This design comes from an exercise in tuning for small area, a short achievable clock period and few clock cycles on the open sky130 flow, not from production work.
Function was checked by simulation only, so behaviour that the tests miss may differ from the original.
No driver is modelled on the clock port, so clocking that relies on it looks cheaper here than on a real chip.

==> flow/design.v <==
`timescale 1ns/1ps
module RISC_V(clk, rst, mem_addr, mem_wdata, mem_we, mem_rdata);
    input clk, rst;
    input  [15:0] mem_rdata;
    output [15:0] mem_addr;
    output [15:0] mem_wdata;
    output        mem_we;
    reg  [15:1] fa;         
    reg  [15:0] ir;         
    reg  [7:0]  sa, sb;     
    reg         iv;         
    reg         mem;        
    reg  [15:0] ea;         
    reg  [2:0]  mrd;        
    reg         mst;        
    reg  [15:0] rf [0:7];
    integer k;
    wire [15:0] w      = mem_rdata;
    wire        w_jump = ~mem & (w[14:12] == 3'b100);
    wire        w_pt   = ~mem & (w[14:12] == 3'b011) & w[15];   
    wire [15:1] inc    = w_jump ? {{4{w[15]}}, w[11:1]} :
                         w_pt   ? {{12{w[15]}}, w[9], w[2:1]} : {14'd0, ~mem};
    wire [15:1] fnext  = fa + inc;
    wire [2:0] op  = ir[14:12];
    wire [2:0] f3  = ir[2:0];
    wire       exv = iv & ~mem;
    wire is_r  = (op == 3'b000);
    wire is_l  = (op == 3'b001);
    wire is_s  = (op == 3'b010);
    wire is_b  = (op == 3'b011);
    wire is_i  = (op == 3'b101);
    reg [15:0] a, b;
    always @(*) begin
        a = 16'd0;
        b = 16'd0;
        for (k = 0; k < 8; k = k + 1) begin
            a = a | ({16{sa[k]}} & rf[k]);
            b = b | ({16{sb[k]}} & rf[k]);
        end
    end
    wire [15:0] immI = {{10{ir[15]}}, ir[8:6], ir[2:0]};
    wire [15:0] immS = {{10{ir[15]}}, ir[5:0]};
    wire        sub  = is_b | (is_r & ~f3[2] & (f3[1] | f3[0]));
    wire [15:0] op2  = (is_r | is_b) ? (sub ? ~b : b) : (is_s ? immS : immI);
    wire [15:0] sum  = a + op2 + {15'd0, sub};
    wire        lt   = (a[15] ^ b[15]) ? a[15] : sum[15];
    wire        eq   = (a == b);
    reg [15:0] res;
    always @(*) begin
        if (is_r & (f3 == 3'b111))      res = a & b;
        else if (is_r & (f3 == 3'b110)) res = a | b;
        else if (is_r & (f3 == 3'b010)) res = {15'd0, lt};
        else                            res = sum;
    end
    wire [4:0]  bimm  = {ir[15], ir[15], ir[9], ir[2:1]};         
    wire [4:0]  boff  = ir[15] ? (5'd1 - bimm) : (bimm - 5'd1);
    wire [15:1] alt   = fa + {{10{boff[4]}}, boff};
    wire taken    = ir[11] ? lt : (eq ^ ir[10]);
    wire redirect = exv & is_b & (taken ^ ir[15]);
    wire        ex_we = exv & (is_r | is_i);
    wire        wen   = mem ? ~mst : ex_we;
    wire [2:0]  wa    = mem ? mrd : ir[11:9];
    wire [15:0] wd    = mem ? mem_rdata : res;
    always @(posedge clk)
        if (wen) rf[wa] <= wd;
    always @(posedge clk or posedge rst) begin
        if (rst) begin
            fa  <= 15'd0;
            iv  <= 1'b0;
            mem <= 1'b0;
        end else begin
            mem <= exv & (is_l | is_s);
            fa <= ({15{redirect}} & alt) | ({15{~redirect}} & fnext);
            if (~mem)
                iv <= ~redirect;
        end
    end
    wire keep_b = mem | (exv & is_s);
    always @(posedge clk) begin
        if (~mem)
            ir <= w;
        for (k = 0; k < 8; k = k + 1) begin
            sa[k] <= mem ? (ir[5:3] == k) : (w[5:3] == k);
            sb[k] <= keep_b ? (ir[8:6] == k) : (w[8:6] == k);
        end
        ea  <= sum;
        mrd <= ir[11:9];
        mst <= is_s;
    end
    assign mem_addr  = mem ? ea : {fa, 1'b0};
    assign mem_wdata = b;
    assign mem_we    = mem & mst;
endmodule
clock: 8.0 ns
lec_check: 0
abc_area: 1
cap_margin: 20
core_margin: 2
core_utilization: 40
setup_slack_margin: 4.4
slew_margin: 20
standard.sh (not shown) runs the stock make flow with config.mk's settings and CLKGATE_MAP_FILE= SYNTH_SCRIPT=/design/flow/synth_recipe.tcl, a recipe that flattens the netlist after the stock synthesis.
==> flow/flow/run.sh <==
#!/bin/bash
# The standard layout (standard.sh) with three changes:
# - synthesis leaves adders to ABC instead of mapping them onto the
#   library's full/half-adder cells (ADDER_MAP_FILE empty); the registers
#   are the standard synthesis's;
# - plain buffers on the ports (buffer_ports otherwise picks delay cells);
# - after the post-CTS timing repair, a downsizing pass that keeps the setup slack at or above SETUP_SLACK_MARGIN.
# Full tool output goes to standard.log.
set -e
export FLOW_FLOW_DIR=$PWD/flow
export ADDER_MAP_FILE=
export BUFFER_PORTS_ARGS="-buffer_cell sky130_fd_sc_hd__buf_1"
export POST_CTS_TCL=$FLOW_FLOW_DIR/post_cts.tcl
bash standard.sh > standard.log 2>&1
==> flow/flow/post_cts.tcl <==
# After CTS and its timing repair: give back the drive strength that repair
# added where the setup slack stays at or above the repair margin (two
# passes, as one downsizing can make room for another), then legalize the
# placement again.
source $::env(FLOW_FLOW_DIR)/area_recover.tcl
area_recover $::env(SETUP_SLACK_MARGIN)
area_recover $::env(SETUP_SLACK_MARGIN)
detailed_placement
check_placement -verbose
Other scripts of this flow, unchanged in this note and not shown: flow/flow/area_recover.tcl
Testbench counts at the start, summed over its fixed seeds: cycles 40,390.
Then changed:
--- a/flow/flow/run.sh
+++ b/flow/flow/run.sh
@@ -2 +2 @@
-# The standard layout (standard.sh) with three changes:
+# The standard layout (standard.sh) with four changes:
@@ -4 +4,3 @@
-#   library's full/half-adder cells (ADDER_MAP_FILE empty); the registers
+#   library's full/half-adder cells (ADDER_MAP_FILE empty);
+# - ABC maps with flow/abc_area.script (ABC_AREA is 1): the ORFS scripts are
+#   copied into scripts/ here with only that file replaced. The registers
@@ -7 +9,2 @@
-# - after the post-CTS timing repair, a downsizing pass that keeps the setup slack at or above SETUP_SLACK_MARGIN.
+# - after the post-CTS timing repair, a downsizing pass that keeps the
+#   setup slack at or above SETUP_SLACK_MARGIN (flow/area_recover.tcl).
@@ -10,0 +14,4 @@
+rm -rf scripts
+cp -r "$FLOW_HOME/scripts" scripts
+cp flow/abc_area.script scripts/abc_area.script
+export SCRIPTS_DIR=$PWD/scripts
==> flow/flow/abc_area.script (new file) <==
strash
dch
map -a
topo
stime -c
buffer -c
upsize -c
dnsize -c
==> flow/flow/post_cts.tcl (replaced) <==
# After CTS and its timing repair: give back the drive strength that repair
# added where the setup slack stays at or above the repair margin, then
# legalize the placement again.
source $::env(FLOW_FLOW_DIR)/area_recover.tcl
area_recover $::env(SETUP_SLACK_MARGIN)
detailed_placement
check_placement -verbose
Worst hold slack degrades by 44 ps. Routed wire length climbs by 3.1%. Global-route usage climbs by 2.4 points. Final cell count came out lower by 11%. Critical path depth rises by 13. Clock-buffer cell count is higher by 1. Maximum frequency falls by 17%. Worst setup slack loses 700 ps.
Then changed:
==> flow/flow/run.sh (replaced) <==
#!/bin/bash
# The standard layout (standard.sh) with three changes:
# - synthesis leaves adders to ABC instead of mapping them onto the
#   library's full/half-adder cells (ADDER_MAP_FILE empty); the registers
#   are the standard synthesis's;
# - plain buffers on the ports (buffer_ports otherwise picks delay cells);
# - after the post-CTS timing repair, a downsizing pass that keeps the setup slack at or above SETUP_SLACK_MARGIN.
# Full tool output goes to standard.log.
set -e
export FLOW_FLOW_DIR=$PWD/flow
export ADDER_MAP_FILE=
export BUFFER_PORTS_ARGS="-buffer_cell sky130_fd_sc_hd__buf_1"
export POST_CTS_TCL=$FLOW_FLOW_DIR/post_cts.tcl
bash standard.sh > standard.log 2>&1
- CORE_UTILIZATION: 40 -> 55
removed: flow/flow/abc_area.script
After rerunning: The new run finished with timing, DRC and antenna clean; via count climbs by 1.1%; count of clock-buffer cells in the layout is lower by 2; non-clock buffer count fell by 147; global-route usage rose by 6.8 points; routed wire length falls by 3.3%; critical path depth decreases by 11.

re-timing with driven ports:
The results above use ideal ports. As a check the final layouts listed here were re-extracted and re-timed, cells and wires unchanged.
Step 1: set_driving_cell puts a clkbuf_16 on clk and a buf_2 on each other input, an assumption about the parent block.
Step 2 times the ports against the registers' clock, not the clock port: input delays grow and output delays shrink by t, the midpoint of the rising clock arrivals with the driver on.
Slacks: ideal ports / drivers / drivers and shift; pairs: ideal ports / drivers.
run | t, ns | slack for setup (ns) | pins driven straight from the clock port
the first run | 0.481 | 4.497 / 4.449 / 4.145 | 1
the second run | 0.481 | 3.797 / 3.797 / 3.350 | 1
the third run | 0.478 | 4.520 / 4.470 / 4.151 | 1
After both steps every run listed still meets setup and hold. For the second run, which loses most, drivers alone change the setup slack by 0.000 ns; drivers and shift together by -0.447 ns.
